Source: an optimization exercise on an open RTL-to-GDS flow (aim: small area and a short achievable clock period). Production flows keep margins and buffers that such runs may drop. At most, simulation tests tie the RTL to the original design; equivalence was not proved.

Design goertzel_filter, start of the top module:
module goertzel_filter
  (input  [13:0] input_signal,
   input  clk,
   input  rst,
   output [39:0] magnitude);
  reg [17:0] q1, q2;
  reg [34:0] mag;
  assign magnitude = {5'b00000, mag};
  wire [19:0] q1x3 = {{2{q1[17]}}, q1} + {q1[17], q1, 1'b0};
  wire n1 = ~input_signal[11];
  wire n2 = ~input_signal[12];
  wire n3 = ~input_signal[13];
  wire n4 = ~input_signal[9];
  wire n5 = ~input_signal[10];
  wire s6 = ~(input_signal[5] ^ input_signal[2]);
  wire c7 = input_signal[5] | input_signal[2];
  wire s8, c9;
  gz_fa us8 (.a(input_signal[6]), .b(input_signal[3]), .c(input_signal[1]), .s(s8), .co(c9));
  wire s10 = ~(input_signal[7] ^ input_signal[4]);
  wire c11 = input_signal[7] | input_signal[4];
  wire s12 = ~(input_signal[8] ^ input_signal[5]);
  wire c13 = input_signal[8] | input_signal[5];
  wire s14, c15;
  gz_ha us14 (.a(input_signal[4]), .b(input_signal[1]), .s(s14), .co(c15));
  wire s16, c17;
  gz_fa us16 (.a(input_signal[0]), .b(n2), .c(n5), .s(s16), .co(c17));
  wire s18, c19;
  gz_fa us18 (.a(n3), .b(n1), .c(c7), .s(s18), .co(c19));
  wire s20, c21;
  gz_fa us20 (.a(input_signal[2]), .b(n2), .c(s10), .s(s20), .co(c21));
  wire s22, c23;
  gz_fa us22 (.a(input_signal[3]), .b(n3), .c(s12), .s(s22), .co(c23));
  wire s24, c25;
  gz_fa us24 (.a(input_signal[9]), .b(input_signal[6]), .c(input_signal[4]), .s(s24), .co(c25));
  wire s26 = ~(input_signal[10] ^ input_signal[7]);
  wire c27 = input_signal[10] | input_signal[7];
  wire s28 = ~(input_signal[11] ^ input_signal[8]);
  wire c29 = input_signal[11] | input_signal[8];
  wire s30, c31;
  gz_ha us30 (.a(n1), .b(n4), .s(s30), .co(c31));
  wire s32, c33;
  gz_fa us32 (.a(s6), .b(c15), .c(s16), .s(s32), .co(c33));
  wire s34, c35;
  gz_fa us34 (.a(s8), .b(c17), .c(s18), .s(s34), .co(c35));
  wire s36, c37;
  gz_fa us36 (.a(c9), .b(c19), .c(s20), .s(s36), .co(c37));
  wire s38, c39;
  gz_fa us38 (.a(c11), .b(c21), .c(s22), .s(s38), .co(c39));
  wire s40, c41;
  gz_fa us40 (.a(c13), .b(s24), .c(c23), .s(s40), .co(c41));
  wire s42, c43;
  gz_fa us42 (.a(input_signal[5]), .b(s26), .c(c25), .s(s42), .co(c43));
  wire s44, c45;
  gz_fa us44 (.a(input_signal[6]), .b(s28), .c(c27), .s(s44), .co(c45));
  wire n46 = ~q1[17];
  wire n47 = ~q1x3[7];
  wire n48 = ~q1x3[8];
  ...
Size: about 1900 cells after synthesis, about 56 I/O pins, roughly 0.022 mm2 of cells after synthesis.
clock: 45.0 ns
lec_check: 0
cap_margin: 20
core_margin: 2
core_utilization: 55
slew_margin: 20
synth_hierarchical: 1
synth_minimum_keep_size: 0
standard.sh (not shown) runs the stock make flow with config.mk's settings and CLKGATE_MAP_FILE= SYNTH_SCRIPT=/design/flow/synth_recipe.tcl, a recipe that flattens the netlist after the stock synthesis.
==> flow/flow/run.sh <==
#!/bin/bash
set -euo pipefail
bash standard.sh SETUP_SLACK_MARGIN=28.5 finish > orfs_make.log 2>&1
Edit:
==> flow/flow/run.sh (replaced) <==
#!/bin/bash
set -euo pipefail
bash standard.sh SETUP_SLACK_MARGIN=29 finish > orfs_make.log 2>&1
Sequential share of layout area hardly moves.
Global-route usage grows by 0.13 points.
Routed wire length barely changes.
Area after synthesis does not change.
Edit:
==> flow/flow/run.sh (replaced) <==
#!/bin/bash
set -euo pipefail
bash standard.sh SETUP_SLACK_MARGIN=28.5 finish > orfs_make.log 2>&1
TNS_END_PERCENT = 10   (was unset)
The changed run produced a clean layout.
Setup slack is better by 0.069 ns.
Routed wire length drops slightly.
Synthesized area stays the same.
Design area drops slightly.
No run of this note included a check of the RTL's function; only the layout flow was run.

* * *

Another version of the RTL of goertzel_filter (not shown whole).
For scale: ~2,000 cells after synthesis, ~56 I/O pins, roughly 22,000 sq um of cells after synthesis.
clock: 45.0 ns
lec_check: 0
cap_margin: 20
core_margin: 2
core_utilization: 55
cts_buf_list: sky130_fd_sc_hd__clkbuf_8
cts_cluster_size: 40
slew_margin: 20
synth_hierarchical: 1
synth_minimum_keep_size: 0
==> flow/flow/run.sh <==
#!/bin/bash
set -euo pipefail
bash standard.sh SETUP_SLACK_MARGIN=28.5 finish > orfs_make.log 2>&1
Next try:
CTS_BUF_LIST = not set   (was sky130_fd_sc_hd__clkbuf_8)
CTS_CLUSTER_SIZE = not set   (was 40)
Effect:
- The changed run produced a clean layout
- clock skew decreases by 12 ps
- routed wire length hardly moves
- global-route usage hardly moves
- setup slack gets worse by 5.0 ps
- count of clock-buffer cells in the layout increases by 2
- synthesized area does not change
- non-clock buffer count increases by 5
- design area increases by 0.72%
- sequential share of layout area stays flat

* * *

Starting RTL as in the previous note.
Settings: LEC_CHECK=0, CAP_MARGIN=20, CORE_MARGIN=2, CORE_UTILIZATION=55, CTS_BUF_LIST=sky130_fd_sc_hd__clkbuf_8, CTS_CLUSTER_SIZE=40, SLEW_MARGIN=20, SYNTH_HIERARCHICAL=1, SYNTH_MINIMUM_KEEP_SIZE=0; clock period 45.0 ns.
==> flow/flow/run.sh <==
#!/bin/bash
set -euo pipefail
bash standard.sh SETUP_SLACK_MARGIN=29 finish > orfs_make.log 2>&1
The starting point passed the timing, DRC and antenna checks.
==> next run, changes <==
==> flow/flow/run.sh (replaced) <==
#!/bin/bash
set -euo pipefail
bash standard.sh SETUP_SLACK_MARGIN=28.5 finish > orfs_make.log 2>&1
Settings changed: TNS_END_PERCENT set to 10.
What happened: The changed run produced a clean layout; area after synthesis stays the same; global-route usage went up by 0.16 points; register-to-register slack improved by 0.05 ns; wire length hardly moves; utilization shrinks by 1.4 points; via count is about the same; cell area shrinks by 2.3%; worst hold slack degrades by 0.017 ns; clock-buffer cell count stays the same; fmax stays flat.
==> next run, changes <==
Settings changed: CTS_BUF_LIST sky130_fd_sc_hd__clkbuf_8 to not set, CTS_CLUSTER_SIZE 40 to not set.
After rerunning:
- The new run produced a clean layout
- cell area went up slightly
- global-route usage is about the same
- routed wire length barely changes
- synthesized area stays the same
==> next run, changes <==
==> flow/flow/run.sh (replaced) <==
#!/bin/bash
set -euo pipefail
bash standard.sh SETUP_SLACK_MARGIN=29 SETUP_MOVE_SEQUENCE=unbuffer,sizeup,swap finish > orfs_make.log 2>&1
Settings changed: TNS_END_PERCENT 10 to not set.
Outcome: Final cell count is lower by about 1.1%. Utilization is higher by 0.33 points. Via count is lower by 2.1%. Routed wire length is lower by 1.8%. Final area is higher by about 0.54%. Worst setup slack loses 0.16 ns. Synthesized area does not change.

==> port drivers added, routing unchanged <==
No port has a modelled driver above. Below, the same layouts with a new extraction and two added sets of constraints.
Step 1 assumes that a clkbuf_16 drives the clock port and a buf_2 every other input.
Step 2, shift: input delay + t, output delay - t, t = (earliest + latest rising clock arrival at the registers) / 2. This alone moves slack from input paths to output paths.
Slacks: no drivers / after step 1 / after step 2; pairs: no drivers / after step 1.
| run | t, ns | setup slack, ns | latest minus earliest clock arrival (ns) | cell pins on the clock port's net |
|---|---|---|---|---|
| the first run of note 1 | 0.439 | 28.363 / 28.375 / 27.936 | 0.014 / 0.014 | 1 |
| the second run of note 1 | 0.440 | 28.471 / 28.476 / 28.037 | 0.016 / 0.017 | 1 |
| the third run of note 1 | 0.434 | 28.540 / 28.546 / 28.112 | 0.010 / 0.010 | 1 |
| the first run of note 2 | 0.482 | 28.635 / 28.649 / 28.166 | 0.023 / 0.023 | 1 |
| the second run of note 2 | 0.426 | 28.630 / 28.646 / 28.220 | 0.012 / 0.011 | 1 |
| the first run of note 3 | 0.473 | 28.638 / 28.625 / 28.152 | 0.028 / 0.028 | 1 |
| the second run of note 3 | 0.482 | 28.613 / 28.647 / 28.165 | 0.023 / 0.023 | 1 |
| the third run of note 3 | 0.429 | 28.577 / 28.611 / 28.182 | 0.011 / 0.011 | 1 |
| the fourth run of note 3 | 0.429 | 28.418 / 28.409 / 27.980 | 0.018 / 0.018 | 1 |
After both steps every run listed still meets setup and hold. For the first run of note 3, which loses most, drivers alone change the setup slack by -0.013 ns; drivers and shift together by -0.486 ns.
